Context: an optimization exercise on an open-source flow, tuned for small area and a short achievable clock period. The choices shown serve that exercise and are no tape-out recipe. RTL that was checked went through simulation tests only; none was proved equivalent to the original. No functional check of the RTL was part of runs 1 to 4. No activity file was given, so power comes from the tool's default toggle rates.

==> design/flow/design.v <==
`timescale 1ns / 1ps
module processor_top (
    input wire clk,
    input wire resetn,
    input wire [15:0] instruction_input,
    input wire mem_write,
    output wire [15:0] PC_out
);
    integer i;
    function [14:0] encode(input [15:0] ins);
        reg [2:0] cls;
        reg [3:0] sub;
        begin
            case (ins[15:12])
                4'b0101: cls = 3'b000;
                4'b0001: cls = 3'b001;
                4'b0010: cls = 3'b010;
                4'b0011: cls = 3'b011;
                4'b1001: cls = 3'b100;
                4'b1101: cls = 3'b101;
                4'b1111: cls = 3'b110;
                default: cls = 3'b111;
            endcase
            case (ins[15:12])
                4'b0000:
                    case (ins[7:4])
                        4'b0101: sub = 4'b0000;
                        4'b1001: sub = 4'b0001;
                        4'b0001: sub = 4'b0010;
                        4'b0011: sub = 4'b0100;
                        4'b1101: sub = 4'b0101;
                        4'b1011: sub = 4'b1110;
                        default: sub = 4'b0011;
                    endcase
                4'b1000:
                    case (ins[7:4])
                        4'b0000: sub = 4'b0111;
                        4'b0001: sub = 4'b1000;
                        default: sub = 4'b0110;
                    endcase
                4'b0100:
                    case (ins[7:4])
                        4'b0000: sub = 4'b1001;
                        4'b0100: sub = 4'b1010;
                        4'b1000: sub = 4'b1011;
                        4'b1100: sub = 4'b1100;
                        default: sub = 4'b1110;
                    endcase
                4'b1100: sub = 4'b1101;
                default: sub = 4'b1110;
            endcase
            encode = {cls, ins[11:8], (cls == 3'b111) ? sub : ins[7:4], ins[3:0]};
        end
    endfunction
    reg st_e, st_w;                  
    wire st_f = ~st_e & ~st_w;
    always @(posedge clk or negedge resetn) begin
        if (!resetn) begin
            st_e <= 1'b0;
            st_w <= 1'b0;
        end else begin
            st_e <= st_f;
            st_w <= st_e;
        end
    end
    reg  [15:0] pc;
    wire [15:0] pc_next;
    always @(posedge clk or negedge resetn) begin
        if (!resetn)
            pc <= 16'd0;
        else if (st_w)
            pc <= pc_next;
    end
    assign PC_out = pc;
    reg [14:0] imem [0:31];
    reg [4:0]  ra;
    reg        pw;
    reg [4:0]  pa;
    reg [14:0] pd;
    always @(posedge clk) begin
        pw <= mem_write;
        pa <= pc[4:0];
        pd <= encode(instruction_input);
        for (i = 0; i < 32; i = i + 1)
            if (pw && pa == i)
                imem[i] <= pd;
    end
    always @(posedge clk or negedge resetn) begin
        if (!resetn)
            ra <= 5'd0;
        else
            ra <= pc[4:0];
    end
    reg [14:0] imem_q;
    always @(*) begin
        imem_q = 15'd0;
        for (i = 0; i < 32; i = i + 1)
            imem_q = imem_q | ({15{ra == i}} & imem[i]);
    end
    reg  [14:0] ir;
    wire [14:0] ifetch = (pw && pa == ra) ? pd : imem_q;
    always @(posedge clk) begin
        if (st_f)
            ir <= ifetch;
    end
    wire [2:0] cls = ir[14:12];
    wire [3:0] sop = ir[7:4];
    wire [3:0] rd  = ir[11:8];
    wire [3:0] rs  = ir[3:0];
    wire       oth = (cls == 3'b111);
    wire is_sub  = (cls == 3'b100) | (oth & sop == 4'b0001);
    wire is_sext = (cls == 3'b000) | (cls == 3'b100);
    wire is_lui  = (cls == 3'b110);
    wire is_lshi = oth & (sop == 4'b0111 | sop == 4'b1000);
    wire c_sum   = (cls == 3'b000) | (cls == 3'b100) | (oth & (sop == 4'b0000 | sop == 4'b0001));
    wire c_and   = (cls == 3'b001) | (oth & sop == 4'b0010);
    wire c_or    = (cls == 3'b010) | (oth & sop == 4'b0011);
    wire c_xor   = (cls == 3'b011) | (oth & sop == 4'b0100);
    wire c_pass  = (cls == 3'b101) | is_lui | (oth & sop == 4'b0101);
    wire c_sh    = oth & (sop == 4'b0110 | sop == 4'b0111 | sop == 4'b1000);
    wire c_ld    = oth & (sop == 4'b1001);
    wire wen     = c_sum | c_and | c_xor | c_pass | c_sh | c_ld | c_or;
    reg [15:0] rf [0:15];
    reg [15:0] rv;
    wire [15:0] wd;
    wire        rf_we = st_w & wen;
    always @(posedge clk) begin
        for (i = 0; i < 16; i = i + 1)
            if (rf_we && rd == i)
                rf[i] <= wd;
    end
    always @(posedge clk or negedge resetn) begin
        if (!resetn)
            rv <= 16'd0;
        else
            for (i = 0; i < 16; i = i + 1)
                if (rf_we && rd == i)
                    rv[i] <= 1'b1;
    end
    wire [3:0] raddr = st_f ? ifetch[11:8] : rs;
    reg [15:0] rdat;
    always @(*) begin
        rdat = 16'd0;
        for (i = 0; i < 16; i = i + 1)
            rdat = rdat | ({16{raddr == i && rv[i]}} & rf[i]);
    end
    reg [15:0] A, B;
    reg        sub_q;                
    wire [15:0] yimm = is_lui  ? {ir[7:0], 8'h00} :
                       is_lshi ? {11'd0, sop[3], ir[3:0]} :
                                 {{8{is_sext & ir[7]}}, ir[7:0]};
    wire        use_imm = ~oth | is_lshi;
    wire [15:0] y = use_imm ? yimm : rdat;
    always @(posedge clk) begin
        if (st_f)
            A <= rdat;
        B <= is_sub ? ~y : y;
        sub_q <= is_sub;
    end
    reg [15:0] dmem [0:31];
    reg        sp;                   
    always @(posedge clk) begin
        sp <= st_e & oth & (sop == 4'b1010);
        for (i = 0; i < 32; i = i + 1)
            if (sp && B[4:0] == i)
                dmem[i] <= A;
    end
    reg [15:0] mdata;
    always @(*) begin
        mdata = 16'd0;
        for (i = 0; i < 32; i = i + 1)
            mdata = mdata | ({16{B[4:0] == i}} & dmem[i]);
    end
    wire z = ~|(A | B);
    reg  taken;
    always @(*) begin
        case (rd)
            4'd0, 4'd13: taken = z;
            4'd1, 4'd12: taken = ~z;
            4'd3, 4'd5, 4'd7, 4'd9, 4'd10, 4'd14: taken = 1'b1;
            default: taken = 1'b0;
        endcase
    end
    wire is_jal = oth & (sop == 4'b1011);
    wire is_jc  = oth & (sop == 4'b1100);
    wire is_bc  = oth & (sop == 4'b1101);
    wire jump   = is_jal | (is_jc & taken);
    wire inc    = ~(is_bc & taken) | ir[0];
    wire [15:0] pc_inc = pc + 16'd1;
    assign pc_next = jump ? B : (inc ? pc_inc : pc);
    wire [16:0] sum1 = {A, 1'b1} + {B, sub_q};
    wire [15:0] sum  = sum1[16:1];
    wire [31:0] shx = {16'd0, A} << {~B[4], B[3:0]};
    assign wd = ({16{c_sum}}  & sum)      |
                ({16{c_and}}  & (A & B))  |
                ({16{c_or}}   & (A | B))  |
                ({16{c_xor}}  & (A ^ B))  |
                ({16{c_pass}} & B)        |
                ({16{c_sh}}   & shx[31:16]) |
                ({16{c_ld}}   & mdata);
endmodule
==> design/flow/flow/run.sh <==
#!/bin/bash
# The standard layout (the standard.sh: ORFS synthesis through finish), with timing repair
# asked to keep more setup slack than the clock period needs, so that it also shortens the paths
# that already meet the clock, and clock tree synthesis without dummy loads. The clock,
# constraints and everything else are the standard flow's.
set -euo pipefail
bash standard.sh SETUP_SLACK_MARGIN=11 \
  "CTS_ARGS=-sink_clustering_enable -repair_clock_nets -dont_use_dummy_load -sink_clustering_size 30 -sink_clustering_max_diameter 60" \
  finish > make_finish.log 2>&1
==> design/flow/standard.sh <==
#!/bin/bash
# synth_recipe.tcl (not shown) runs the flow's synth.tcl, then flattens the netlist and writes it again
# the make line also repeats each setting of config.mk as NAME=value (left out here)
make -C /OpenROAD-flow-scripts/flow DESIGN_CONFIG=/design/flow/config.mk WORK_HOME=/design/flow/orfs CLKGATE_MAP_FILE= SYNTH_SCRIPT=/design/flow/synth_recipe.tcl "${@:-finish}"
==> design/flow/config.mk <==
export PLATFORM = sky130hd
export DESIGN_NAME = processor_top
export DESIGN_NICKNAME = processor_top
export VERILOG_FILES = /design/flow/design.v
export SDC_FILE = /design/flow/constraint.sdc
export NUM_CORES = 4
export LEC_CHECK = 0
export CAP_MARGIN = 20
export CORE_MARGIN = 2
export CORE_UTILIZATION = 55
export SLEW_MARGIN = 20
==> design/flow/constraint.sdc <==
create_clock -name core_clock -period 15.0 [get_ports {clk}]
set_input_delay 3.0000 -clock core_clock [delete_from_list [all_inputs] [get_ports {clk}]]
set_output_delay 3.0000 -clock core_clock [all_outputs]
set_load 0.01 [all_outputs]
==> flow_metrics.py, run 1 <==
metrics = {
    "outcome": {
        "status": "complete, no violations",
    },
    "clock_network": {
        "cts.sinks": 1357,
        "insertion_delay_ns": 0.71,
        "cts_buffers": 97,
        "cts_root_buf": "clkbuf_16",
        "clock_path_buffers": 3,
        "hold_buffers": 0,
        "path_clk_slew_ns": 0.08,
        "htreeDepth": 3,
        "cts_tree": "done",
    },
    "route": {
        "firstDrtPassIters": 8,
        "finalWirelength_mm": 180,
        "num_vias": 35700,
        "wl_per_cell_um": 35.5,
        "drc": 0,
        "avgViaCountPerCell": 7.04,
        "drt_iter0_drc": 6041,
        "antenna_left": 0,
    },
    "pwr": {
        "clock_power_share_pct": 25.5,
        "switchingPower_w": 0.00270,
        "combPwrFrac_pct": 22.5,
        "vdd_drop_max_v": 0.000123,
        "power_density_mw_per_mm2": 146,
        "p_seq_share_pct": 52.0,
        "p_leak_nw": 20.9,
        "p_sw_share_pct": 29.6,
        "internal-power_w": 0.00644,
    },
    "setup_path": {
        "cp.required_ns": 12.00,
        "cp_cell_sequence": "buf_6",
        "cpPeakStageDelay_ns": 0.49,
        "startpoint_type": "flip-flop",
        "worst-path-buf-inv": 1,
        "arrival_ns": 1.35,
        "crit_family": "flip-flops",
        "crit_slowest_cell": "dfrtp_2",
        "endpoint_kind": "output port",
        "cp_max_fo": 2,
        "crit_type": "flip-flop to output port",
    },
    "global_route": {
        "grt_pass1_wl_mm": 247,
        "antenna_found_initial": 2,
        "track_usage_pct": 35.1,
        "grt_start_max_net_pins": 43,
        "grt_pass1_vias": 33500,
        "grt-ovfl-total": 0,
    },
    "logic_synthesis": {
        "synth_compound_area_share_pct": 11.7,
        "syn-num-nets": 3544,
        "synth_top_area_cell": "edfxtp_1",
        "synthXorXnorAreaFrac_pct": 0.490,
        "synth_mux_area_share_pct": 0.682,
        "yosysWarnings": 4,
        "synth_fa_ha_area_share_pct": 0.831,
        "synth_top_family_by_area": "compound AO/OA/AOI/OAI gates",
        "syn-instance-count": 3490,
        "synthesis.area_sq_mm": 0.0536,
        "synth_seq_area_share_pct": 75.0,
        "avgSynthCellArea_sq_um": 15.4,
        "synth-edff-count": 1279,
        "yosys_most_used_dff": "edfxtp_1",
        "yosys.area_share.simple_pct": 9.54,
        "synth_cell_types": 92,
        "synth_seq_cells": 1357,
        "synth.top_cell.area_share_pct": 71.7,
        "async_reset_ff_share_pct": 2.87,
        "synthTopCellsByArea": "edfxtp_1, a22oi_1, a22o_1",
    },
    "timing": {
        "tns_ns": 0,
        "maxSlewHeadroom_pct": 20.4,
        "hold_viol": 0,
        "setup_violations": 0,
        "fin_crit_sh_pct": 29.0,
        "fmax_mhz": 230,
        "rsz0062_at_grt": "yes",
        "fin_skew_ns": 0.0676,
        "finalWorstSetupSlack_ns": 10.65,
        "slew_violations": 0,
        "post-route-min-period_ns": 4.35,
        "tightest_slew_ns": 1.19,
    },
    "die": {
        "start_util_pct": 55.5,
        "die_y_um": 316,
        "rows": 114,
        "boundaryPins": 35,
        "die_w_um": 316,
        "core-area_sq_mm": 0.0966,
        "die-area_sq_mm": 0.0999,
    },
    "placed_design": {
        "dpl.hpwl_mm": 106,
        "io_buffers": 34,
        "gp_congestion": 0.893,
        "preCtsSetupSlack_ns": 8.98,
    },
    "cells_and_area": {
        "antenna_cells": 0,
        "final_nets": 3849,
        "area_growth_pct": 16.6,
        "drive_gt1_share_pct": 21.5,
        "fillers": 6734,
    },
    "hold_path": {
        "hold_path_class": "flip-flop to flip-flop",
    },
    "flow_run": {
        "max_cap_viol_count": 0,
    },
}
layer usage:
metal  routed length [um]  GRT usage, %
met2                79300          52.8
met3                24900          8.06
met4                 6860          10.9
met1                68900          51.5
met5                    0             0
sequential cells by signal (all words and copies together) (netlist names), 15 cells and up:
register	flops
imem	480
dmem	512
pc	16
rf	256
B	16
ir	15
pd	15
rv	16
A	16
Yosys cell counts, drive strengths merged (40+ instances only):
library cell	number
nand2	210
clkbuf	143
a221oi	116
and3	119
a22o	127
nand3	101
nor2	282
a21oi	86
nor3	60
nand4	96
o21ai	56
a2111oi	62
inv	50
edfxtp	1279
a22oi	230
and2	40
worst register-to-register path, cell delays in order, from the launching register on:
cell	delay, ns
dfrtp_4	0.52
buf_8	0.15
and3b_2	0.25
and3_4	0.16
a2111o_1	0.38
nor4_4	0.35
a41oi_2	0.19
buf_12	0.19
mux2_4	0.34
and2_4	0.23
and3_4	0.26
buf_6	0.17
a2111oi_4	0.31
nand4_1	0.23
a21oi_2	0.22
xnor2_1	0.09
layout by cell type, fill, tap and decap left out, types with 22 or more instances in the layout:
| cell | synthesis | layout |
|---|---|---|
| a22o_1 | 127 | 127 |
| clkbuf_16 | 0 | 103 |
| nand2_1 | 210 | 206 |
| nand3_1 | 101 | 97 |
| nand4_1 | 95 | 95 |
| a21oi_1 | 86 | 72 |
| and2_1 | 39 | 31 |
| edfxtp_1 | 1279 | 1279 |
| and3_1 | 115 | 104 |
| buf_6 | 6 | 59 |
| nor2_1 | 281 | 197 |
| buf_4 | 6 | 262 |
| inv_1 | 48 | 46 |
| a221oi_1 | 116 | 114 |
| nor2_4 | 0 | 33 |
| nor3_2 | 0 | 26 |
| xnor2_1 | 22 | 22 |
| nor2_2 | 1 | 52 |
| a22oi_1 | 230 | 228 |
| o21ai_0 | 55 | 46 |
| a2111oi_4 | 0 | 40 |
| ha_1 | 34 | 34 |
| nor3_1 | 60 | 24 |
| dfxtp_1 | 39 | 33 |
area by class of cell:
cell class              instances  area [sq um]  area share (%)
flip-flops and latches       1357         40200            64.3
multi-input cells            1915         14600            23.4
repair buffers                373          3450            5.51
clock buffers                  97          2430            3.88
well taps                    1276          1600            2.56
inverters                      51           204           0.326
kinds of logic (layout without fill, tap and decap cells):
| kind of cell | Yosys count | after routing |
|---|---|---|
| AOI/OAI and AO/OA | 792 | 795 |
| xor gates and xnor gates | 30 | 30 |
| adders and majority gates | 35 | 35 |
| buffers and inverters | 228 | 521 |
| DFF | 1357 | 1357 |
| muxes | 24 | 25 |
| and+or+nand+nor | 1024 | 1030 |
worst paths after layout:
path | startpoint | to | slack [ns] | depth (start not counted)
setup / recovery | pc[10] | PC_out[10] | 10.65 | 1
hold / removal | rv[9] | rv[9] | 0.47 | 1
setup reg to reg | ra[2] | B[2] | 10.82 | 15
hold reg to reg | rv[9] | rv[9] | 0.47 | 1
max in group asynchronous | resetn | ra[0] | 11.91 | 2
min in group asynchronous | resetn | rv[6] | 2.43 | 2
power groups by stage:
| stage | clock (W) | sequential (W) | combinational [W] |
|---|---|---|---|
| 2_1_floorplan | 0 | 0.00480 | 0.000834 |
| 4_1_cts | 0.00234 | 0.00474 | 0.00175 |
| 3_3_place_gp | 0 | 0.00485 | 0.00140 |
| 5_1_grt | 0.00248 | 0.00476 | 0.00216 |
| 3_5_place_dp | 0 | 0.00485 | 0.00145 |
| 6_report | 0.00233 | 0.00475 | 0.00206 |
stage by stage:
stage                     hold WS, ns  instance area, sq um  total power, W  std cells  utilization (%)
after floorplan                 0.398                 53600         0.00563       3490                -
after global placement          0.451                 56400         0.00625       4789             58.4
after detailed placement        0.450                 56400         0.00630       4790             58.4
after CTS                       0.463                 60900         0.00883       4988             63.1
after global routing            0.497                 62500         0.00939       5069             64.7
final                           0.467                 62500         0.00914       5069             64.7
timing repair:
item                                    in CTS  in global routing
gates cloned                                 5                 13
pin swaps                                   66                 78
setup buffers                               96                 68
endpoints found under the setup margin     289                505
resized for setup                          327                167
==> run 2, diff against run 1 <==
==> design/flow/flow/run.sh (replaced) <==
#!/bin/bash
# The standard layout (the standard.sh: ORFS synthesis through finish), with timing repair
# asked to keep more setup slack than the clock period needs, so that it also shortens the paths
# that already meet the clock, and clock tree synthesis with larger sink clusters and without
# dummy loads. The clock, constraints and everything else are the standard flow's.
set -euo pipefail
bash standard.sh SETUP_SLACK_MARGIN=11 \
  "CTS_ARGS=-sink_clustering_enable -repair_clock_nets -dont_use_dummy_load -sink_clustering_size 36 -sink_clustering_max_diameter 60" \
  finish > make_finish.log 2>&1
--- a/design/flow/config.mk
+++ b/design/flow/config.mk
@@ -7,5 +7,5 @@
 export LEC_CHECK = 0
-export CAP_MARGIN = 20
+export CAP_MARGIN = 0
 export CORE_MARGIN = 2
 export CORE_UTILIZATION = 55
-export SLEW_MARGIN = 20
+export SLEW_MARGIN = 0
==> flow_metrics.py, run 2 <==
metrics = {
    "placed_design": {
        "placed_area_sq_mm": 0.0564,
        "gp_congestion": 0.893,
        "io_buffers": 34,
        "dpl.hpwl_mm": 106,
    },
    "cells_and_area": {
        "layout_common_cells": "edfxtp_1, buf_4, a22oi_1",
        "regMostFlops": "dmem",
        "top_regs": "dmem (512), imem (480), rf (256)",
        "fillers": 6747,
        "postLayoutCoreUtil_pct": 64.6,
        "area_growth_pct": 16.5,
        "drive_gt1_share_pct": 21.5,
        "largest_reg_flops": 512,
        "layout_commonest_cell": "edfxtp_1",
        "design_area_sq_mm": 0.0624,
        "final_nets": 3857,
    },
    "logic_synthesis": {
        "synth_mux_area_share_pct": 0.682,
        "async_reset_ff_share_pct": 2.87,
        "synthXorXnorAreaFrac_pct": 0.490,
        "synth_seq_cells": 1357,
        "synthesis.area_sq_mm": 0.0536,
        "synth_cell_types": 92,
        "synth_seq_area_share_pct": 75.0,
        "synthTopCellsByCount": "edfxtp_1, nor2_1, a22oi_1",
        "avgSynthCellArea_sq_um": 15.4,
        "synth_compound_area_share_pct": 11.7,
        "synth_top_family_by_area": "compound AO/OA/AOI/OAI gates",
        "synthTopCellsByArea": "edfxtp_1, a22oi_1, a22o_1",
        "synth_fa_ha_area_share_pct": 0.831,
        "syn-instance-count": 3490,
        "synth.top_cell.area_share_pct": 71.7,
        "yosys.area_share.simple_pct": 9.54,
        "syn-num-nets": 3544,
        "synth_top_area_cell": "edfxtp_1",
        "synth-edff-count": 1279,
        "yosys_most_used_dff": "edfxtp_1",
        "post-synth-top-count-cell": "edfxtp_1",
        "yosysWarnings": 4,
    },
    "die": {
        "boundaryPins": 35,
        "die_y_um": 316,
        "core-area_sq_mm": 0.0966,
        "die-area_sq_mm": 0.0999,
        "start_util_pct": 55.5,
        "rows": 114,
        "die_w_um": 316,
    },
    "setup_path": {
        "ff2ff_setup_slack_ns": 10.74,
        "endpoint_kind": "output port",
        "crit_type": "flip-flop to output port",
        "startpoint_type": "flip-flop",
        "arrival_ns": 1.34,
        "cp_max_fo": 2,
        "r2r_cells": 16,
        "path_depth": 1,
        "timing.rr.start": "ra[2]",
        "cp.required_ns": 12.00,
        "crit_family": "flip-flops",
        "worst-path-buf-inv": 1,
        "cp_cell_sequence": "buf_6",
        "rr_endpoint": "A[13]",
        "crit_slowest_cell": "dfrtp_2",
        "cpPeakStageDelay_ns": 0.49,
    },
    "route": {
        "avgViaCountPerCell": 7.03,
        "wl_per_cell_um": 35.5,
        "drt_iter0_drc": 5797,
        "drc": 0,
        "num_vias": 35700,
        "firstDrtPassIters": 8,
        "antenna_left": 0,
        "finalWirelength_mm": 180,
    },
    "timing": {
        "tns_ns": 0,
        "slew_violations": 0,
        "post-route-min-period_ns": 4.34,
        "tightest_slew_ns": 1.44,
        "setup_violations": 0,
        "rsz0062_at_grt": "yes",
        "fin_skew_ns": 0.0894,
        "fmax_mhz": 231,
        "hold_viol": 0,
        "maxSlewHeadroom_pct": 4.04,
        "fin_crit_sh_pct": 28.9,
    },
    "hold_path": {
        "hold_path_depth": 1,
        "hold_path_startpoint": "rv[9]",
        "hold-path-endpoint": "rv[9]",
        "hold_path_class": "flip-flop to flip-flop",
    },
    "global_route": {
        "grt_pass1_wl_mm": 248,
        "grt-ovfl-total": 0,
        "grt_pass1_vias": 33600,
        "grt_start_max_net_pins": 43,
        "antenna_found_initial": 3,
        "track_usage_pct": 35.3,
    },
    "clock_network": {
        "htreeDepth": 3,
        "insertion_delay_ns": 0.73,
        "clock_path_buffers": 3,
        "path_clk_slew_ns": 0.10,
        "cts_root_buf": "clkbuf_16",
        "cts.sinks": 1357,
        "cts_tree": "done",
        "cts_buffers": 93,
    },
    "pwr": {
        "p_leak_nw": 20.8,
        "vdd_drop_max_v": 0.000122,
        "power_density_mw_per_mm2": 145,
    },
    "flow_run": {
        "max_cap_viol_count": 0,
    },
    "outcome": {
        "status": "complete, no violations",
    },
}
## run 2: changes by cell type in the layout (fill, tap and decap cells not counted), moves of 4 or more
cell	delta
dfxtp_1	+6
dfxtp_2	-6
clkbuf_16	-8
buf_4	+10
buf_6	+4
nor2_2	+4
## run 2: layer usage
| layer | vias up | GRT usage [%] | wire, um |
|---|---|---|---|
| li1 | 14600 | - | - |
| met1 | 18100 | 51.2 | 69800 |
| met2 | 2623 | 53.9 | 81700 |
| met3 | 364 | 7.74 | 22500 |
| met4 | 2 | 10.9 | 6140 |
| met5 | - | 0 | 11 |
## run 2: area by class of cell
| class | instances | area, sq um | share of cell area, % |
|---|---|---|---|
| sequential | 1357 | 40200 | 64.4 |
| multi-input combinational | 1916 | 14600 | 23.4 |
| timing repair buffer | 384 | 3510 | 5.63 |
| clock buffer | 93 | 2330 | 3.73 |
| tap | 1276 | 1600 | 2.56 |
| inverter | 51 | 201 | 0.323 |
| antenna | 1 | 2.50 | 0.00401 |
## run 2: power by group
part / internal, W / switching (W)
sequential: 0.00459 / 0.000146
combinational: 0.000721 / 0.00135
clock: 0.00109 / 0.00118
total: 0.00640 / 0.00268
## run 2: how the worst max path moves through the flow
stage | from | to
3_3_place_gp | ra[0] | B[5]
5_1_grt | pc[3] | PC_out[3]
3_5_place_dp | ra[0] | B[5]
2_1_floorplan | instruction_input[14] | pd[5]
6_report | pc[3] | PC_out[3]
4_1_cts | pc[4] | PC_out[4]
## run 2: what timing repair did
action,in CTS,in global routing
cloned,8,7
buffers inserted,112,68
resized for setup,348,148
pin swaps,84,94
hold buffers,0,0
setup endpoints to repair,290,522
## run 2: kinds of logic after synthesis
| kind of cell | Yosys count |
|---|---|
| flip-flops | 1357 |
| AND/OR/NAND/NOR | 1024 |
| AO/OA/AOI/OAI | 792 |
| buffers and inverters | 228 |
| adder cells (fa/ha/maj) | 35 |
| XOR/XNOR | 30 |
| multiplexers | 24 |
## run 2: through the flow
stage / hold WS, ns / std cells / worst slack, ns / total power (W)
6_report: 0.464 / 5078 / 10.66 / 0.00907
5_1_grt: 0.501 / 5077 / 10.64 / 0.00931
4_1_cts: 0.463 / 5002 / 10.64 / 0.00881
3_5_place_dp: 0.447 / 4789 / 8.95 / 0.00629
3_3_place_gp: 0.451 / 4789 / 9.21 / 0.00625
2_1_floorplan: 0.398 / 3490 / 11.01 / 0.00563
==> run 3, diff against run 2 <==
--- a/design/flow/design.v
+++ b/design/flow/design.v
@@ -76,12 +76,7 @@
     reg [4:0]  ra;
-    reg        pw;
-    reg [4:0]  pa;
-    reg [14:0] pd;
+    wire [14:0] wenc = encode(instruction_input);
     always @(posedge clk) begin
-        pw <= mem_write;
-        pa <= pc[4:0];
-        pd <= encode(instruction_input);
         for (i = 0; i < 32; i = i + 1)
-            if (pw && pa == i)
-                imem[i] <= pd;
+            if (mem_write && pc[4:0] == i)
+                imem[i] <= wenc;
     end
@@ -100,6 +95,5 @@
     reg  [14:0] ir;
-    wire [14:0] ifetch = (pw && pa == ra) ? pd : imem_q;
     always @(posedge clk) begin
         if (st_f)
-            ir <= ifetch;
+            ir <= imem_q;
     end
@@ -139,8 +133,10 @@
     end
-    wire [3:0] raddr = st_f ? ifetch[11:8] : rs;
-    reg [15:0] rdat;
+    reg [15:0] rdat_d, rdat_s;
     always @(*) begin
-        rdat = 16'd0;
-        for (i = 0; i < 16; i = i + 1)
-            rdat = rdat | ({16{raddr == i && rv[i]}} & rf[i]);
+        rdat_d = 16'd0;
+        rdat_s = 16'd0;
+        for (i = 0; i < 16; i = i + 1) begin
+            rdat_d = rdat_d | ({16{rd == i && rv[i]}} & rf[i]);
+            rdat_s = rdat_s | ({16{rs == i && rv[i]}} & rf[i]);
+        end
     end
@@ -152,6 +148,5 @@
     wire        use_imm = ~oth | is_lshi;
-    wire [15:0] y = use_imm ? yimm : rdat;
+    wire [15:0] y = use_imm ? yimm : rdat_s;
     always @(posedge clk) begin
-        if (st_f)
-            A <= rdat;
+        A <= rdat_d;
         B <= is_sub ? ~y : y;
==> design/flow/flow/run.sh (replaced) <==
#!/bin/bash
# The standard layout (the standard.sh: ORFS synthesis through finish), with timing repair
# asked to keep more setup slack than the clock period needs, so that it also shortens the paths
# that already meet the clock, and clock tree synthesis without dummy loads. The clock,
# constraints and everything else are the standard flow's.
set -euo pipefail
bash standard.sh SETUP_SLACK_MARGIN=11 \
  "CTS_ARGS=-sink_clustering_enable -repair_clock_nets -dont_use_dummy_load -sink_clustering_size 30 -sink_clustering_max_diameter 60" \
  finish > make_finish.log 2>&1
--- a/design/flow/config.mk
+++ b/design/flow/config.mk
@@ -7,5 +7,5 @@
 export LEC_CHECK = 0
-export CAP_MARGIN = 0
+export CAP_MARGIN = 20
 export CORE_MARGIN = 2
 export CORE_UTILIZATION = 55
-export SLEW_MARGIN = 0
+export SLEW_MARGIN = 20
==> flow_metrics.py, run 3 <==
metrics = {
    "cells_and_area": {
        "fillers": 6997,
        "top_regs": "dmem (512), imem (480), rf (256)",
        "multi_input_area_sq_mm": 0.0134,
        "finalNonFillerCells": 4888,
        "layout_common_cells": "edfxtp_1, a22oi_1, buf_4",
        "area_growth_pct": 12.3,
        "largest_reg_flops": 512,
        "regMostFlops": "dmem",
        "layout_commonest_cell": "edfxtp_1",
        "drive_gt1_share_pct": 15.0,
        "final_nets": 3681,
        "seq_area_sq_mm": 0.0396,
    },
    "logic_synthesis": {
        "synth.top_cell.area_share_pct": 71.4,
        "synth_top_area_cell": "edfxtp_1",
        "syn-num-nets": 3485,
        "yosysWarnings": 4,
        "synth_seq_area_share_pct": 74.6,
        "synth_cell_types": 78,
        "syn-instance-count": 3426,
        "async_reset_ff_share_pct": 2.92,
        "yosys_most_used_dff": "edfxtp_1",
        "synth-edff-count": 1263,
        "avgSynthCellArea_sq_um": 15.5,
        "synthTopCellsByArea": "edfxtp_1, a22oi_1, a22o_1",
        "synthTopCellsByCount": "edfxtp_1, a22oi_1, nand2_1",
        "synthesis.area_sq_mm": 0.0531,
        "post-synth-top-count-cell": "edfxtp_1",
        "synth_seq_cells": 1336,
    },
    "die": {
        "rows": 113,
        "die-area_sq_mm": 0.0990,
        "boundaryPins": 35,
        "die_w_um": 315,
        "core-area_sq_mm": 0.0953,
        "die_y_um": 315,
        "start_util_pct": 55.7,
    },
    "clock_network": {
        "path_clk_slew_ns": 0.08,
        "htreeDepth": 3,
        "cts_buffers": 92,
        "clock_path_buffers": 3,
        "hold_buffers": 0,
        "cts.sinks": 1336,
        "cts_root_buf": "clkbuf_16",
        "cts_tree": "done",
        "insertion_delay_ns": 0.71,
    },
    "timing": {
        "whs_ns": 0.404,
        "hold_viol": 0,
        "post-route-min-period_ns": 4.31,
        "maxSlewHeadroom_pct": 17.3,
        "setup_violations": 0,
        "fin_crit_sh_pct": 28.7,
        "tns_ns": 0,
        "fmax_mhz": 232,
        "fin_skew_ns": 0.0876,
        "rsz0062_at_grt": "yes",
        "tightest_slew_ns": 1.24,
        "slew_violations": 0,
    },
    "setup_path": {
        "arrival_ns": 1.31,
        "cp.required_ns": 12.00,
        "worst-path-buf-inv": 1,
        "cp_cell_sequence": "buf_6",
        "endpoint_kind": "output port",
        "crit_slowest_cell": "dfrtp_2",
        "startpoint_type": "flip-flop",
        "cpPeakStageDelay_ns": 0.47,
        "crit_family": "flip-flops",
        "cp_max_fo": 2,
        "crit_type": "flip-flop to output port",
    },
    "route": {
        "antenna_left": 0,
        "firstDrtPassIters": 8,
        "drt_iter0_drc": 6768,
        "wl_per_cell_um": 39.6,
        "num_vias": 36300,
        "avgViaCountPerCell": 7.42,
        "drc": 0,
        "finalWirelength_mm": 194,
    },
    "placed_design": {
        "dpl.hpwl_mm": 120,
        "io_buffers": 34,
        "placed_cells": 4700,
        "gp_congestion": 0.939,
    },
    "pwr": {
        "p_leak_nw": 19.6,
        "vdd_drop_max_v": 0.000137,
        "power_density_mw_per_mm2": 138,
    },
    "global_route": {
        "grt_start_max_net_pins": 40,
        "grt-ovfl-total": 0,
        "track_usage_pct": 39.1,
        "grt_pass1_vias": 34100,
        "antenna_found_initial": 5,
        "grt_pass1_wl_mm": 267,
    },
    "hold_path": {
        "hold_path_class": "flip-flop to flip-flop",
    },
    "outcome": {
        "status": "complete, no violations",
    },
    "flow_run": {
        "max_cap_viol_count": 0,
    },
}
[run 3: report_power, final]
part           switching (W)  leakage (nW)  internal, W
sequential          0.000102          12.2      0.00433
combinational        0.00111          6.32     0.000457
clock                0.00117          1.13      0.00108
total                0.00239          19.6      0.00587
[run 3: cells by family after synthesis]
family | count (synthesis) | share of synthesized area (%)
buf+inv | 243 | 1.77
fa+ha+maj | 40 | 0.957
simple gates | 760 | 7.22
flops | 1336 | 74.6
compound gates | 975 | 14.0
xor+xnor | 26 | 0.429
mux | 46 | 1.03
[run 3: final cells by class]
cell class              instances  share of cell area (%)
diodes                          3                  0.0126
clock buffers                  92                    3.86
inverters                      49                   0.327
repair buffers                286                    4.29
well taps                    1265                    2.65
multi-input cells            1857                    22.4
flip-flops and latches       1336                    66.4
[run 3: layer usage]
layer / wire, um / up-vias / track usage, %
met5: 169 / - / 0.967
met4: 11700 / 8 / 20.2
met3: 26000 / 650 / 9.71
met2: 85900 / 3114 / 58.7
met1: 69800 / 18200 / 53.3
li1: - / 14300 / -
[run 3: worst paths after layout]
check | cells after the start | endpoint | slack, ns | startpoint
setup / recovery | 1 | PC_out[15] | 10.69 | pc[15]
hold reg to reg | 0 | st_w | 0.40 | st_e
hold / removal | 0 | st_w | 0.40 | st_e
setup reg to reg | 9 | rf[7][9] | 11.08 | B[0]
min in group asynchronous | 1 | pc[12] | 2.31 | resetn
max in group asynchronous | 1 | pc[2] | 12.16 | resetn
[run 3: what timing repair did]
action | CTS | global route
resized for setup | 190 | 33
setup endpoints to repair | 944 | 344
pin swaps | 29 | 5
setup buffers | 70 | 13
cloned | 10 | 0
[run 3: metrics by stage]
stage / worst slack, ns / total power [W] / area, sq um / utilization [%]
after CTS: 10.69 / 0.00816 / 59300 / 62.2
after global routing: 10.70 / 0.00844 / 59600 / 62.6
after floorplan: 10.76 / 0.00524 / 53400 / -
final: 10.69 / 0.00825 / 59600 / 62.6
after detailed placement: 9.42 / 0.00591 / 55900 / 58.6
after global placement: 9.40 / 0.00589 / 55800 / 58.6
==> run 4, diff against run 3 <==
==> design/flow/flow/run.sh (replaced) <==
#!/bin/bash
# The standard layout (the standard.sh: ORFS synthesis through finish), with timing repair
# asked to keep more setup slack than the clock period needs, so that it also shortens the paths
# that already meet the clock, and clock tree synthesis with larger sink clusters and without
# dummy loads. The clock, constraints and everything else are the standard flow's.
set -euo pipefail
bash standard.sh SETUP_SLACK_MARGIN=10.75 \
  "CTS_ARGS=-sink_clustering_enable -repair_clock_nets -dont_use_dummy_load -sink_clustering_size 30 -sink_clustering_max_diameter 60" \
  finish > make_finish.log 2>&1
--- a/design/flow/config.mk
+++ b/design/flow/config.mk
@@ -10,2 +10,3 @@
 export CORE_UTILIZATION = 55
+export GPL_TIMING_DRIVEN = 0
 export SLEW_MARGIN = 20
==> flow_metrics.py, run 4 <==
metrics = {
    "outcome": {
        "status": "complete, no violations",
    },
    "setup_path": {
        "r2r_cells": 9,
        "arrival_ns": 1.40,
        "timing.rr.start": "B[4]",
        "rr_endpoint": "rf[15][9]",
        "worst-path-buf-inv": 1,
        "crit_slowest_cell": "dfrtp_1",
        "cp.required_ns": 12.00,
        "crit_family": "flip-flops",
        "cpPeakStageDelay_ns": 0.46,
        "startpoint_type": "flip-flop",
        "endpoint_kind": "output port",
        "cp_cell_sequence": "buf_4",
        "ff2ff_setup_slack_ns": 10.70,
        "crit_type": "flip-flop to output port",
        "crit_path_start": "pc[11]",
        "cp_max_fo": 7,
    },
    "timing": {
        "tns_ns": 0,
        "fin_crit_sh_pct": 29.3,
        "fmax_mhz": 227,
        "slew_violations": 0,
        "maxSlewHeadroom_pct": 11.1,
        "setup_violations": 0,
        "hold_viol": 0,
        "fin_skew_ns": 0.0992,
        "post-route-min-period_ns": 4.40,
        "rsz0062_at_grt": "yes",
        "tightest_slew_ns": 1.33,
    },
    "die": {
        "die_w_um": 315,
        "core-area_sq_mm": 0.0953,
        "boundaryPins": 35,
        "die_y_um": 315,
        "rows": 113,
        "start_util_pct": 55.7,
        "die-area_sq_mm": 0.0990,
    },
    "global_route": {
        "grt_pass1_wl_mm": 267,
        "track_usage_pct": 39.2,
        "use_met3_pct": 11.0,
        "antenna_found_initial": 10,
        "grtUsageMet2_pct": 57.9,
        "met1_usage_pct": 54.1,
        "grt-ovfl-total": 0,
        "grt_pass1_vias": 34100,
        "grt_start_max_net_pins": 38,
        "top_usage_layer": "met2",
    },
    "cells_and_area": {
        "regMostFlops": "dmem",
        "drive_gt1_share_pct": 13.6,
        "largest_reg_flops": 512,
        "postLayoutCoreUtil_pct": 63.3,
        "layout_common_cells": "edfxtp_1, a22oi_1, nand2_1",
        "area_growth_pct": 13.6,
        "final_nets": 3750,
        "layout_commonest_cell": "edfxtp_1",
        "top_regs": "dmem (512), imem (480), rf (256)",
        "finalNonFillerCells": 4960,
    },
    "clock_network": {
        "clock_path_buffers": 3,
        "insertion_delay_ns": 0.72,
        "cts.sinks": 1336,
        "hold_buffers": 0,
        "cts_root_buf": "clkbuf_16",
        "htreeDepth": 3,
        "cts_tree": "done",
        "path_clk_slew_ns": 0.08,
        "cts_buffers": 95,
    },
    "placed_design": {
        "placed_cells": 4780,
        "gp_congestion": 0.949,
        "dpl.hpwl_mm": 125,
        "io_buffers": 33,
    },
    "hold_path": {
        "hold-path-endpoint": "st_w",
        "hold_path_class": "flip-flop to flip-flop",
        "hold_path_depth": 0,
        "hold_path_startpoint": "st_e",
    },
    "route": {
        "drt_iter0_drc": 7040,
        "drc": 0,
        "finalWirelength_mm": 195,
        "avgViaCountPerCell": 7.36,
        "antenna_left": 0,
        "wl_per_cell_um": 39.4,
        "num_vias": 36500,
        "firstDrtPassIters": 8,
    },
    "logic_synthesis": {
        "synth_cell_types": 78,
        "synthTopCellsByCount": "edfxtp_1, a22oi_1, nand2_1",
        "synth_seq_area_share_pct": 74.6,
        "async_reset_ff_share_pct": 2.92,
        "synth_top_area_cell": "edfxtp_1",
        "synth.top_cell.area_share_pct": 71.4,
        "yosys_most_used_dff": "edfxtp_1",
        "post-synth-top-count-cell": "edfxtp_1",
        "syn-instance-count": 3426,
        "synthesis.area_sq_mm": 0.0531,
        "synth_seq_cells": 1336,
        "avgSynthCellArea_sq_um": 15.5,
        "syn-num-nets": 3485,
        "yosysWarnings": 4,
        "synthTopCellsByArea": "edfxtp_1, a22oi_1, a22o_1",
        "synth-edff-count": 1263,
    },
    "pwr": {
        "p_leak_nw": 19.6,
        "power_density_mw_per_mm2": 140,
        "power_w": 0.00842,
        "vdd_drop_max_v": 0.000100,
    },
    "flow_run": {
        "max_cap_viol_count": 0,
    },
}
## run 4: cell types whose count changed in the layout (fill, tap and decap cells not counted), moves of 17 or more
cell and change:
buf_4 -167, clkbuf_1 +147, and2_1 -26, and2_2 +26, clkbuf_2 +24, buf_16 +19
buf_12 +17
## run 4: per-stage QoR
| step | hold slack [ns] | worst slack (ns) | instance area (sq um) |
|---|---|---|---|
| floorplan | 0.367 | 10.71 | 53300 |
| global placement | 0.384 | 8.81 | 55200 |
| detailed placement | 0.415 | 9.47 | 56600 |
| CTS | 0.430 | 10.44 | 60100 |
| global route | 0.443 | 10.54 | 60300 |
| finish | 0.436 | 10.60 | 60300 |
## run 4: power by group
group	total [W]	switching (W)	internal (W)	leakage, nW
combinational	0.00173	0.00126	0.000473	6.27
clock	0.00229	0.00118	0.00111	1.17
sequential	0.00440	0.0000682	0.00433	12.2
## run 4: area by class of cell
type | count | area (sq um)
Tap cell | 1265 | 1580
Sequential cell | 1336 | 39600
Multi-Input combinational cell | 1854 | 13400
Antenna cell | 6 | 15.0
Inverter | 49 | 190
Buffer | 194 | 875
Timing Repair Buffer | 161 | 2220
Clock buffer | 95 | 2380
Fill cell | 6912 | 35000
## run 4: cells by family (layout without fill, tap and decap cells)
family	count (synthesis)	after routing	synth area share, %
buffers and inverters	243	499	1.77
AO/OA/AOI/OAI	975	982	14.0
XOR/XNOR	26	26	0.429
other	0	6	0
multiplexers	46	46	1.03
AND/OR/NAND/NOR	760	760	7.22
adder cells (fa/ha/maj)	40	40	0.957
flip-flops	1336	1336	74.6
## run 4: timing repair
| action | CTS | global route |
|---|---|---|
| resized for setup | 142 | 72 |
| setup buffers | 64 | 8 |
| endpoints found under the setup margin | 857 | 416 |
| cloned | 6 | 1 |
| pin swaps | 32 | 5 |
## run 4: worst max-delay path by stage
stage                   end  cells after the start
2_1_floorplan   imem[24][0]                      2
4_1_cts          PC_out[11]                      1
3_5_place_dp   imem[12][14]                      3
5_1_grt          PC_out[11]                      1
6_report         PC_out[11]                      1
3_3_place_gp    imem[5][13]                      3
## run 4: routing by layer
layer / routed length, um / up-vias
met2: 85200 / 3144
met3: 28000 / 584
met5: 32 / -
met1: 70500 / 18300
li1: - / 14500
met4: 11500 / 4
==> run 5, diff against run 4 <==
--- a/design/flow/design.v
+++ b/design/flow/design.v
@@ -119,3 +119,10 @@
     wire [15:0] wd;
-    wire        rf_we = st_w & wen;
+    reg         wen_q;
+    always @(posedge clk or negedge resetn) begin
+        if (!resetn)
+            wen_q <= 1'b0;
+        else
+            wen_q <= st_e & wen;
+    end
+    wire        rf_we = wen_q;
     always @(posedge clk) begin
--- a/design/flow/flow/run.sh
+++ b/design/flow/flow/run.sh
@@ -7,3 +7,3 @@
 bash standard.sh SETUP_SLACK_MARGIN=10.75 \
-  "CTS_ARGS=-sink_clustering_enable -repair_clock_nets -dont_use_dummy_load -sink_clustering_size 30 -sink_clustering_max_diameter 60" \
+  "CTS_ARGS=-sink_clustering_enable -repair_clock_nets -dont_use_dummy_load -sink_clustering_size 36 -sink_clustering_max_diameter 65" \
   finish > make_finish.log 2>&1
--- a/design/flow/config.mk
+++ b/design/flow/config.mk
@@ -7,6 +7,5 @@
 export LEC_CHECK = 0
-export CAP_MARGIN = 20
+export CAP_MARGIN = 5
 export CORE_MARGIN = 2
 export CORE_UTILIZATION = 55
-export GPL_TIMING_DRIVEN = 0
-export SLEW_MARGIN = 20
+export SLEW_MARGIN = 5
==> flow_metrics.py, run 5 <==
metrics = {
    "outcome": {
        "status": "complete, no violations",
    },
    "timing": {
        "maxSlewHeadroom_pct": 3.30,
        "rsz0062_at_grt": "yes",
        "tns_ns": 0,
        "fin_crit_sh_pct": 28.6,
        "hold_viol": 0,
        "setup_violations": 0,
        "slew_violations": 0,
        "fmax_mhz": 233,
        "tightest_slew_ns": 1.45,
        "fin_skew_ns": 0.101,
        "post-route-min-period_ns": 4.28,
    },
    "die": {
        "boundaryPins": 35,
        "die_w_um": 315,
        "start_util_pct": 55.3,
        "rows": 114,
        "core-area_sq_mm": 0.0964,
        "die-area_sq_mm": 0.0994,
        "die_y_um": 315,
    },
    "setup_path": {
        "cp.required_ns": 12.00,
        "crit_family": "flip-flops",
        "cp_max_fo": 6,
        "crit_path_start": "pc[2]",
        "worst-path-buf-inv": 1,
        "startpoint_type": "flip-flop",
        "endpoint_kind": "output port",
        "timing.rr.start": "B[2]",
        "path_depth": 1,
        "crit_type": "flip-flop to output port",
        "r2r_cells": 8,
        "worstSetupEndpoint": "PC_out[2]",
        "cp_cell_sequence": "clkbuf_2",
        "ff2ff_setup_slack_ns": 10.92,
        "arrival_ns": 1.28,
        "rr_endpoint": "rf[5][10]",
        "crit_slowest_cell": "dfrtp_2",
        "cpPeakStageDelay_ns": 0.46,
    },
    "placed_design": {
        "io_buffers": 34,
        "gp_congestion": 0.917,
        "dpl.hpwl_mm": 115,
        "placed_area_sq_mm": 0.0559,
    },
    "clock_network": {
        "cts_tree": "done",
        "cts.sinks": 1337,
        "cts_buffers": 73,
        "htreeDepth": 3,
        "cts_root_buf": "clkbuf_16",
        "insertion_delay_ns": 0.70,
        "clock_path_buffers": 3,
        "path_clk_slew_ns": 0.06,
    },
    "global_route": {
        "grt_pass1_wl_mm": 257,
        "grt-ovfl-total": 0,
        "grt_pass1_vias": 33700,
        "grt_start_max_net_pins": 41,
        "antenna_found_initial": 4,
        "track_usage_pct": 37.2,
    },
    "cells_and_area": {
        "area_growth_pct": 10.9,
        "largest_reg_flops": 512,
        "layout_commonest_cell": "edfxtp_1",
        "multi_input_area_sq_mm": 0.0133,
        "seq_area_sq_mm": 0.0396,
        "design_area_sq_mm": 0.0591,
        "fillers": 7125,
        "regMostFlops": "dmem",
        "layout_common_cells": "edfxtp_1, a22oi_1, buf_4",
        "top_regs": "dmem (512), imem (480), rf (256)",
        "drive_gt1_share_pct": 14.0,
        "final_nets": 3665,
    },
    "logic_synthesis": {
        "yosysWarnings": 4,
        "syn-num-nets": 3503,
        "synth.top_cell.area_share_pct": 71.1,
        "yosys_most_used_dff": "edfxtp_1",
        "avgSynthCellArea_sq_um": 15.5,
        "synth_seq_cells": 1337,
        "synth_top_area_cell": "edfxtp_1",
        "syn-instance-count": 3444,
        "post-synth-top-count-cell": "edfxtp_1",
        "synth_seq_area_share_pct": 74.3,
        "synthesis.area_sq_mm": 0.0533,
        "synthTopCellsByCount": "edfxtp_1, a22oi_1, nand2_1",
        "synth-edff-count": 1263,
        "async_reset_ff_share_pct": 2.99,
        "synthTopCellsByArea": "edfxtp_1, a22oi_1, a22o_1",
        "synth_cell_types": 82,
    },
    "pwr": {
        "clock_power_share_pct": 25.3,
        "internal-power_w": 0.00562,
        "power_density_mw_per_mm2": 133,
        "p_seq_share_pct": 56.5,
        "vdd_drop_max_v": 0.000132,
        "p_leak_nw": 19.6,
        "p_sw_share_pct": 28.3,
        "switchingPower_w": 0.00222,
        "combPwrFrac_pct": 18.2,
    },
    "route": {
        "num_vias": 35700,
        "firstDrtPassIters": 9,
        "drt_iter0_drc": 6383,
        "avgViaCountPerCell": 7.31,
        "drc": 0,
        "antenna_left": 0,
        "finalWirelength_mm": 186,
        "wl_per_cell_um": 38.2,
    },
    "flow_run": {
        "max_cap_viol_count": 0,
    },
    "hold_path": {
        "hold_path_class": "flip-flop to flip-flop",
    },
}
run 5: cell types whose count changed after synthesis, sizes merged, moves of 10 or more:
cell,delta
a22oi,-52
and3,+52
a221oi,+44
buf,+19
and2,-18
a221o,-16
a22o,+13
nand2,-12
nor3,-11
o22ai,+10
run 5: kinds of logic after synthesis:
group	share of synthesized area [%]
fa+ha+maj	0.953
buf+inv	1.95
compound gates	13.9
xor+xnor	0.378
flops	74.3
simple gates	7.56
mux	0.998
run 5: what timing repair did:
item / CTS / global route
setup endpoints to repair: 712 / 292
pin swaps: 39 / 2
gates cloned: 5 / 1
setup buffers: 80 / 5
hold buffers: 0 / 0
resized for setup: 149 / 18
run 5: worst min-delay path by stage:
| stage | startpoint | endpoint | cells after the start |
|---|---|---|---|
| after CTS | st_e | st_w | 0 |
| after global placement | st_e | st_w | 0 |
| after detailed placement | st_e | st_w | 0 |
| after global routing | st_e | st_w | 0 |
| after floorplan | st_e | st_w | 0 |
| final | st_e | st_w | 0 |
run 5: final cells by class:
type,count,share of cell area (%)
Tap cell,1276,2.70
Inverter,53,0.343
Timing Repair Buffer,287,4.37
Antenna cell,3,0.0127
Clock buffer,73,3.09
Multi-Input combinational cell,1854,22.5
Sequential cell,1337,67.0
run 5: through the flow:
stage	power [W]	worst slack (ns)	cells	hold WS [ns]	util, %
6_report	0.00785	10.72	4883	0.486	61.3
5_1_grt	0.00802	10.65	4880	0.492	61.3
4_1_cts	0.00777	10.43	4873	0.472	61.2
3_5_place_dp	0.00581	9.51	4715	0.427	58.0
3_3_place_gp	0.00579	9.50	4715	0.437	58.0
2_1_floorplan	0.00520	10.71	3444	0.389	-
run 5: layer usage:
layer | wire length (um) | vias up | GRT usage (%)
li1 | - | 14400 | -
met1 | 67900 | 18000 | 49.9
met2 | 87300 | 2769 | 59.6
met3 | 21800 | 568 | 7.94
met4 | 9450 | 6 | 15.3
met5 | 44 | - | 0
run 5: power by group through the flow:
stage / clock [W] / sequential (W) / combinational [W]
6_report: 0.00198 / 0.00443 / 0.00143
5_1_grt: 0.00211 / 0.00444 / 0.00147
4_1_cts: 0.00199 / 0.00443 / 0.00135
3_5_place_dp: 0 / 0.00452 / 0.00129
3_3_place_gp: 0 / 0.00452 / 0.00127
2_1_floorplan: 0 / 0.00448 / 0.000724
==> run 6, diff against run 5 <==
--- a/design/flow/config.mk
+++ b/design/flow/config.mk
@@ -7,5 +7,6 @@
 export LEC_CHECK = 0
-export CAP_MARGIN = 5
+export CAP_MARGIN = 10
 export CORE_MARGIN = 2
-export CORE_UTILIZATION = 55
-export SLEW_MARGIN = 5
+export CORE_UTILIZATION = 65
+export PLACE_DENSITY = 0.72
+export SLEW_MARGIN = 10
==> flow_metrics.py, run 6 <==
metrics = {
    "timing": {
        "tightest_slew_ns": 1.40,
        "tns_ns": 0,
        "post-route-min-period_ns": 4.28,
        "fmax_mhz": 233,
        "hold_viol": 0,
        "rsz0062_at_grt": "yes",
        "setup_violations": 0,
        "fin_crit_sh_pct": 28.6,
        "slew_violations": 0,
        "fin_skew_ns": 0.0984,
        "maxSlewHeadroom_pct": 6.10,
    },
    "clock_network": {
        "path_clk_slew_ns": 0.11,
        "cts_buffers": 61,
        "cts_tree": "done",
        "cts.sinks": 1337,
        "htreeDepth": 2,
        "cts_root_buf": "clkbuf_16",
        "hold_buffers": 0,
        "insertion_delay_ns": 0.72,
        "clock_path_buffers": 3,
    },
    "global_route": {
        "grt-ovfl-total": 0,
        "grt_pass1_wl_mm": 254,
        "grt_start_max_net_pins": 41,
        "grt_pass1_vias": 34500,
        "antenna_found_initial": 10,
        "track_usage_pct": 42.7,
    },
    "logic_synthesis": {
        "yosys_most_used_dff": "edfxtp_1",
        "synth_seq_cells": 1337,
        "synth_cell_types": 82,
        "synthesis.area_sq_mm": 0.0533,
        "post-synth-top-count-cell": "edfxtp_1",
        "yosysWarnings": 4,
        "synth-edff-count": 1263,
        "synth.top_cell.area_share_pct": 71.1,
        "syn-instance-count": 3444,
        "avgSynthCellArea_sq_um": 15.5,
        "synth_top_area_cell": "edfxtp_1",
        "async_reset_ff_share_pct": 2.99,
        "synth_seq_area_share_pct": 74.3,
        "synthTopCellsByArea": "edfxtp_1, a22oi_1, a22o_1",
        "synthTopCellsByCount": "edfxtp_1, a22oi_1, nand2_1",
        "syn-num-nets": 3503,
    },
    "pwr": {
        "power_w": 0.00764,
        "power_density_mw_per_mm2": 131,
        "p_leak_nw": 19.4,
        "vdd_drop_max_v": 0.000145,
    },
    "die": {
        "rows": 105,
        "boundaryPins": 35,
        "die_y_um": 290,
        "start_util_pct": 65.3,
        "die_w_um": 290,
        "die-area_sq_mm": 0.0843,
        "core-area_sq_mm": 0.0816,
    },
    "outcome": {
        "status": "complete, no violations",
    },
    "route": {
        "firstDrtPassIters": 7,
        "antenna_left": 0,
        "num_vias": 36100,
        "wl_per_cell_um": 39.2,
        "avgViaCountPerCell": 7.76,
        "drt_iter0_drc": 6887,
        "finalWirelength_mm": 182,
        "drc": 0,
    },
    "setup_path": {
        "cp_max_fo": 2,
        "startpoint_type": "flip-flop",
        "worst-path-buf-inv": 1,
        "cp_cell_sequence": "buf_6",
        "cp.required_ns": 12.00,
        "crit_family": "flip-flops",
        "crit_type": "flip-flop to output port",
        "endpoint_kind": "output port",
        "crit_slowest_cell": "dfrtp_2",
        "arrival_ns": 1.28,
        "cpPeakStageDelay_ns": 0.45,
    },
    "cells_and_area": {
        "layout_common_cells": "edfxtp_1, a22oi_1, buf_4",
        "largest_reg_flops": 512,
        "seq_area_sq_mm": 0.0396,
        "final_nets": 3644,
        "regMostFlops": "dmem",
        "layout_commonest_cell": "edfxtp_1",
        "multi_input_area_sq_mm": 0.0132,
        "drive_gt1_share_pct": 13.4,
        "fillers": 5033,
        "top_regs": "dmem (512), imem (480), rf (256)",
        "area_growth_pct": 9.42,
    },
    "placed_design": {
        "dpl.hpwl_mm": 114,
        "io_buffers": 34,
        "gp_congestion": 0.990,
    },
    "hold_path": {
        "hold_path_class": "flip-flop to flip-flop",
    },
    "flow_run": {
        "max_cap_viol_count": 0,
    },
}
-- run 6: cell count changes in the layout (fill, tap and decap cells not counted), moves of 5 or more --
cell	before	now
buf_12	34	27
clkbuf_16	73	61
nor2_1	97	102
nor2_4	39	33
-- run 6: logic make-up after synthesis --
| group | share of synthesized area (%) |
|---|---|
| muxes | 0.998 |
| xor gates and xnor gates | 0.378 |
| DFF | 74.3 |
| adders and majority gates | 0.953 |
| and+or+nand+nor | 7.56 |
| buffers and inverters | 1.95 |
| AOI/OAI and AO/OA | 13.9 |
-- run 6: final timing paths --
| check | startpoint | endpoint | slack, ns | depth (start not counted) |
|---|---|---|---|---|
| worst max-delay path | pc[4] | PC_out[4] | 10.72 | 1 |
| worst min-delay path | st_e | st_w | 0.38 | 0 |
| worst max register to register | B[0] | rf[6][10] | 10.80 | 8 |
| worst min register to register | st_e | st_w | 0.38 | 0 |
| max in group asynchronous | resetn | pc[2] | 11.67 | 1 |
| min in group asynchronous | resetn | st_w | 2.52 | 1 |
-- run 6: layout make-up --
class | count | area share, %
flip-flops and latches | 1337 | 67.9
multi-input cells | 1853 | 22.7
repair buffers | 279 | 4.12
clock buffers | 61 | 2.62
well taps | 1070 | 2.30
inverters | 53 | 0.347
diodes | 2 | 0.00858
-- run 6: what timing repair did --
action	CTS	global route
setup endpoints to repair	815	337
pin swaps	27	6
setup buffers	73	13
gates cloned	4	1
resized for setup	137	34
-- run 6: report_power, final --
| group | internal [W] | total (W) | switching, W |
|---|---|---|---|
| logic | 0.000408 | 0.00141 | 0.000998 |
| clock network | 0.000722 | 0.00180 | 0.00107 |
| registers | 0.00434 | 0.00444 | 0.0000936 |
-- run 6: per-layer routing --
layer | vias up | GRT usage, % | wire [um]
met4 | 14 | 23.4 | 13000
met5 | - | 0 | 138
met2 | 3569 | 65.2 | 81500
met1 | 17400 | 56.3 | 59400
met3 | 800 | 11.8 | 28400
li1 | 14300 | - | -
-- run 6: stage by stage --
step                      cells  hold WS [ns]  setup WS, ns  cell area [sq um]  utilization [%]
after floorplan            3444         0.389         10.71              53500                -
after global placement     4501         0.426          9.50              55600             68.1
after detailed placement   4501         0.437          9.52              55600             68.1
after CTS                  4639         0.377         10.40              58100             71.2
after global routing       4653         0.386         10.69              58300             71.5
final                      4655         0.376         10.72              58300             71.5
==> run 7, diff against run 6 <==
--- a/design/flow/config.mk
+++ b/design/flow/config.mk
@@ -9,4 +9,3 @@
 export CORE_MARGIN = 2
-export CORE_UTILIZATION = 65
-export PLACE_DENSITY = 0.72
+export CORE_UTILIZATION = 55
 export SLEW_MARGIN = 10
==> flow_metrics.py, run 7 <==
metrics = {
    "cells_and_area": {
        "area_growth_pct": 10.9,
        "largest_reg_flops": 512,
        "postLayoutCoreUtil_pct": 61.3,
        "finalNonFillerCells": 4883,
        "design_area_sq_mm": 0.0591,
        "layout_common_cells": "edfxtp_1, a22oi_1, buf_4",
        "layout_commonest_cell": "edfxtp_1",
        "final_nets": 3665,
        "regMostFlops": "dmem",
        "drive_gt1_share_pct": 14.0,
        "top_regs": "dmem (512), imem (480), rf (256)",
    },
    "route": {
        "avgViaCountPerCell": 7.31,
        "wl_per_cell_um": 38.2,
        "finalWirelength_mm": 186,
        "drt_iter0_drc": 6383,
        "drc": 0,
        "firstDrtPassIters": 9,
        "antenna_left": 0,
        "num_vias": 35700,
    },
    "die": {
        "die-area_sq_mm": 0.0994,
        "boundaryPins": 35,
        "rows": 114,
        "start_util_pct": 55.3,
        "die_y_um": 315,
        "core-area_sq_mm": 0.0964,
        "die_w_um": 315,
    },
    "clock_network": {
        "htreeDepth": 3,
        "hold_buffers": 0,
        "cts_root_buf": "clkbuf_16",
        "cts_tree": "done",
        "path_clk_slew_ns": 0.06,
        "cts_buffers": 73,
        "insertion_delay_ns": 0.70,
        "cts.sinks": 1337,
        "clock_path_buffers": 3,
    },
    "placed_design": {
        "io_buffers": 34,
        "dpl.hpwl_mm": 115,
        "placed_area_sq_mm": 0.0559,
        "placed_cells": 4715,
        "gp_congestion": 0.917,
    },
    "logic_synthesis": {
        "yosys_most_used_dff": "edfxtp_1",
        "syn-instance-count": 3444,
        "synthTopCellsByArea": "edfxtp_1, a22oi_1, a22o_1",
        "yosysWarnings": 4,
        "synth_top_area_cell": "edfxtp_1",
        "synth-edff-count": 1263,
        "synthesis.area_sq_mm": 0.0533,
        "avgSynthCellArea_sq_um": 15.5,
        "async_reset_ff_share_pct": 2.99,
        "synth.top_cell.area_share_pct": 71.1,
        "synth_seq_cells": 1337,
        "synth_seq_area_share_pct": 74.3,
        "syn-num-nets": 3503,
        "synthTopCellsByCount": "edfxtp_1, a22oi_1, nand2_1",
        "synth_cell_types": 82,
        "post-synth-top-count-cell": "edfxtp_1",
    },
    "setup_path": {
        "cpPeakStageDelay_ns": 0.46,
        "cp_cell_sequence": "clkbuf_2",
        "cp.required_ns": 12.00,
        "crit_slowest_cell": "dfrtp_2",
        "arrival_ns": 1.28,
        "worst-path-buf-inv": 1,
        "crit_family": "flip-flops",
        "ff2ff_setup_slack_ns": 10.92,
        "cp_max_fo": 6,
        "crit_type": "flip-flop to output port",
        "endpoint_kind": "output port",
        "startpoint_type": "flip-flop",
    },
    "timing": {
        "fin_crit_sh_pct": 28.6,
        "tns_ns": 0,
        "post-route-min-period_ns": 4.28,
        "fin_skew_ns": 0.101,
        "rsz0062_at_grt": "yes",
        "hold_viol": 0,
        "slew_violations": 0,
        "setup_violations": 0,
        "fmax_mhz": 233,
        "maxSlewHeadroom_pct": 3.30,
        "tightest_slew_ns": 1.45,
    },
    "global_route": {
        "grt_pass1_wl_mm": 257,
        "antenna_found_initial": 4,
        "grt-ovfl-total": 0,
        "track_usage_pct": 37.2,
        "grt_start_max_net_pins": 41,
        "grt_pass1_vias": 33700,
    },
    "pwr": {
        "vdd_drop_max_v": 0.000132,
        "switchingPower_w": 0.00222,
        "combPwrFrac_pct": 18.2,
        "power_density_mw_per_mm2": 133,
        "p_seq_share_pct": 56.5,
        "power_w": 0.00785,
        "p_sw_share_pct": 28.3,
        "p_leak_nw": 19.6,
        "clock_power_share_pct": 25.3,
        "internal-power_w": 0.00562,
    },
    "hold_path": {
        "hold_path_class": "flip-flop to flip-flop",
    },
    "outcome": {
        "status": "complete, no violations",
    },
    "flow_run": {
        "max_cap_viol_count": 0,
    },
}
[run 7: changes by cell type in the layout (fill, tap and decap cells not counted), moves of 5 or more]
cell       previous run  this run
nor2_4               33        39
nor2_1              102        97
clkbuf_16            61        73
buf_12               27        34
[run 7: per-stage QoR]
stage | worst slack (ns) | hold slack, ns
floorplan | 10.71 | 0.389
global placement | 9.50 | 0.437
detailed placement | 9.51 | 0.427
CTS | 10.43 | 0.472
global route | 10.65 | 0.492
finish | 10.72 | 0.486
[run 7: repair_timing]
action / CTS / global route
gates cloned: 5 / 1
pin swaps: 39 / 2
gates resized for setup: 149 / 18
setup buffers: 80 / 5
setup endpoints to repair: 712 / 292
[run 7: kinds of logic after synthesis]
group	count (synthesis)	synth area share (%)
flops	1337	74.3
fa+ha+maj	40	0.953
xor+xnor	23	0.378
buf+inv	259	1.95
simple gates	782	7.56
compound gates	959	13.9
mux	44	0.998
[run 7: final cells by class]
type                    count  area (sq um)
flip-flops and latches   1337         39600
fillers                  7125         37300
multi-input cells        1854         13300
repair buffers            287          2590
clock buffers              73          1830
well taps                1276          1600
inverters                  53           203
diodes                      3          7.51
[run 7: power groups by stage]
stage	registers (W)	logic [W]	clock network (W)
floorplan	0.00448	0.000724	0
global placement	0.00452	0.00127	0
detailed placement	0.00452	0.00129	0
CTS	0.00443	0.00135	0.00199
global route	0.00444	0.00147	0.00211
finish	0.00443	0.00143	0.00198
[run 7: final timing paths]
kind,from,end,cells past startpoint
max reg2reg,B[2],rf[5][10],8
min in group asynchronous,resetn,pc[10],1
max,pc[2],PC_out[2],1
max in group asynchronous,resetn,pc[1],1
min,st_e,st_w,0
min reg2reg,st_e,st_w,0
[run 7: metal layers]
| metal | vias up | global-route usage [%] | wire length [um] |
|---|---|---|---|
| met5 | - | 0 | 44 |
| met4 | 6 | 15.3 | 9450 |
| met1 | 18000 | 49.9 | 67900 |
| li1 | 14400 | - | - |
| met2 | 2769 | 59.6 | 87300 |
| met3 | 568 | 7.94 | 21800 |
==> run 8, diff against run 7 <==
--- a/design/flow/config.mk
+++ b/design/flow/config.mk
@@ -7,5 +7,6 @@
 export LEC_CHECK = 0
-export CAP_MARGIN = 10
+export CAP_MARGIN = 20
 export CORE_MARGIN = 2
-export CORE_UTILIZATION = 55
-export SLEW_MARGIN = 10
+export CORE_UTILIZATION = 60
+export PLACE_DENSITY = 0.66
+export SLEW_MARGIN = 20
==> flow_metrics.py, run 8 <==
metrics = {
    "die": {
        "core-area_sq_mm": 0.0882,
        "start_util_pct": 60.4,
        "die-area_sq_mm": 0.0912,
        "die_y_um": 302,
        "boundaryPins": 35,
        "rows": 109,
        "die_w_um": 302,
    },
    "route": {
        "drc": 0,
        "finalWirelength_mm": 180,
        "firstDrtPassIters": 7,
        "avgViaCountPerCell": 7.52,
        "wl_per_cell_um": 37.7,
        "num_vias": 35800,
        "antenna_left": 0,
        "drt_iter0_drc": 6615,
    },
    "setup_path": {
        "crit_slowest_cell": "clkdlybuf4s15_2",
        "crit_path_start": "instruction_input[6]",
        "rr_endpoint": "rf[6][2]",
        "timing.rr.start": "B[2]",
        "arrival_ns": 4.74,
        "endpoint_kind": "flip-flop",
        "cp.required_ns": 15.44,
        "cpPeakStageDelay_ns": 0.36,
        "cp_max_fo": 11,
        "ff2ff_setup_slack_ns": 10.83,
        "startpoint_type": "input pin",
        "r2r_cells": 9,
        "cp_cell_sequence": "clkdlybuf4s15_2 > nor2_2 > and3_1 > a21oi_1 > a21oi_2 > a311oi_4 > buf_12 > o22a_2",
        "crit_type": "input pin to flip-flop",
    },
    "global_route": {
        "grt-ovfl-total": 0,
        "grt_pass1_vias": 34200,
        "grt_pass1_wl_mm": 249,
        "grt_start_max_net_pins": 41,
        "track_usage_pct": 39.0,
        "antenna_found_initial": 7,
    },
    "flow_run": {
        "max_cap_viol_count": 0,
    },
    "hold_path": {
        "hold-path-endpoint": "rv[1]",
        "hold_path_class": "flip-flop to flip-flop",
        "hold_path_depth": 1,
        "hold_path_startpoint": "rv[1]",
    },
    "placed_design": {
        "placed_area_sq_mm": 0.0557,
        "gp_congestion": 0.962,
        "io_buffers": 34,
        "preCtsSetupSlack_ns": 9.45,
        "dpl.hpwl_mm": 111,
    },
    "logic_synthesis": {
        "async_reset_ff_share_pct": 2.99,
        "syn-instance-count": 3444,
        "post-synth-top-count-cell": "edfxtp_1",
        "syn-num-nets": 3503,
        "synth.top_cell.area_share_pct": 71.1,
        "synthTopCellsByArea": "edfxtp_1, a22oi_1, a22o_1",
        "synthTopCellsByCount": "edfxtp_1, a22oi_1, nand2_1",
        "synth_seq_area_share_pct": 74.3,
        "synth_seq_cells": 1337,
        "yosys_most_used_dff": "edfxtp_1",
        "yosysWarnings": 4,
        "synth-edff-count": 1263,
        "synthesis.area_sq_mm": 0.0533,
        "synth_top_area_cell": "edfxtp_1",
        "avgSynthCellArea_sq_um": 15.5,
        "synth_cell_types": 82,
    },
    "timing": {
        "setup_violations": 0,
        "rsz0062_at_grt": "yes",
        "hold_viol": 0,
        "fin_skew_ns": 0.100,
        "post-route-min-period_ns": 4.30,
        "fmax_mhz": 233,
        "finalWorstSetupSlack_ns": 10.70,
        "tightest_slew_ns": 1.34,
        "tns_ns": 0,
        "maxSlewHeadroom_pct": 10.4,
        "whs_ns": 0.484,
        "fin_crit_sh_pct": 28.7,
        "slew_violations": 0,
    },
    "pwr": {
        "power_density_mw_per_mm2": 132,
        "p_leak_nw": 19.4,
        "vdd_drop_max_v": 0.000125,
    },
    "cells_and_area": {
        "fillers": 6078,
        "largest_reg_flops": 512,
        "seq_area_sq_mm": 0.0396,
        "top_regs": "dmem (512), imem (480), rf (256)",
        "multi_input_area_sq_mm": 0.0133,
        "regMostFlops": "dmem",
        "drive_gt1_share_pct": 13.7,
        "final_nets": 3653,
        "layout_commonest_cell": "edfxtp_1",
        "area_growth_pct": 10.2,
        "design_area_sq_mm": 0.0587,
        "layout_common_cells": "edfxtp_1, a22oi_1, buf_4",
        "postLayoutCoreUtil_pct": 66.6,
    },
    "clock_network": {
        "cts_buffers": 67,
        "insertion_delay_ns": 0.68,
        "cts.sinks": 1337,
        "htreeDepth": 3,
        "cts_root_buf": "clkbuf_16",
        "path_clk_slew_ns": 0.08,
        "clock_path_buffers": 3,
        "cts_tree": "done",
    },
    "outcome": {
        "status": "complete, no violations",
    },
}
run 8: cell counts after synthesis:
No cell type changed its count.
run 8: layer usage:
metal,global-route usage [%],wire (um),vias to the layer above
met2,61.5,83400,3038
li1,-,-,14300
met5,0,27,-
met1,52.2,62800,17800
met4,18.9,10400,4
met3,8.25,23000,613
run 8: worst max-delay path, delay by kind of cell:
kind	cells	cell delay, ns
and+or+nand+nor	2	0.30
AOI/OAI and AO/OA	4	0.90
buffers and inverters	2	0.53
run 8: timing repair:
item | 4_1_cts | 5_1_grt
endpoints found under the setup margin | 737 | 311
buffers inserted | 79 | 8
hold buffers | 0 | 0
pin swaps | 39 | 3
gates resized for setup | 133 | 32
gates cloned | 4 | 4
run 8: cell type report:
type | instances | area share, %
Clock buffer | 67 | 2.86
Timing Repair Buffer | 279 | 4.18
Antenna cell | 2 | 0.00852
Sequential cell | 1337 | 67.5
Tap cell | 1165 | 2.48
Inverter | 53 | 0.345
Multi-Input combinational cell | 1856 | 22.7
run 8: worst max-delay path by stage:
stage / end / slack [ns]
final: imem[22][5] / 10.70
after global routing: imem[31][5] / 10.66
after CTS: PC_out[2] / 10.51
after detailed placement: imem[18][4] / 9.45
after global placement: imem[8][6] / 9.50
after floorplan: imem[24][0] / 10.71
run 8: logic make-up (layout without fill, tap and decap cells):
group / count (synthesis) / after routing / synth area share (%)
AOI/OAI and AO/OA: 959 / 967 / 13.9
xor gates and xnor gates: 23 / 23 / 0.378
adders and majority gates: 40 / 40 / 0.953
buffers and inverters: 259 / 399 / 1.95
DFF: 1337 / 1337 / 74.3
muxes: 44 / 44 / 0.998
other: 0 / 2 / 0
and+or+nand+nor: 782 / 782 / 7.56
run 8: per-stage QoR:
step	total power [W]	std cells
final	0.00773	4759
after global routing	0.00789	4757
after CTS	0.00762	4741
after detailed placement	0.00577	4591
after global placement	0.00573	4590
after floorplan	0.00520	3444
run 8: where the power goes:
| part | total, W | internal, W | switching, W |
|---|---|---|---|
| clock | 0.00189 | 0.000802 | 0.00109 |
| sequential | 0.00444 | 0.00434 | 0.0000955 |
| combinational | 0.00140 | 0.000411 | 0.000984 |
| total | 0.00773 | 0.00555 | 0.00217 |
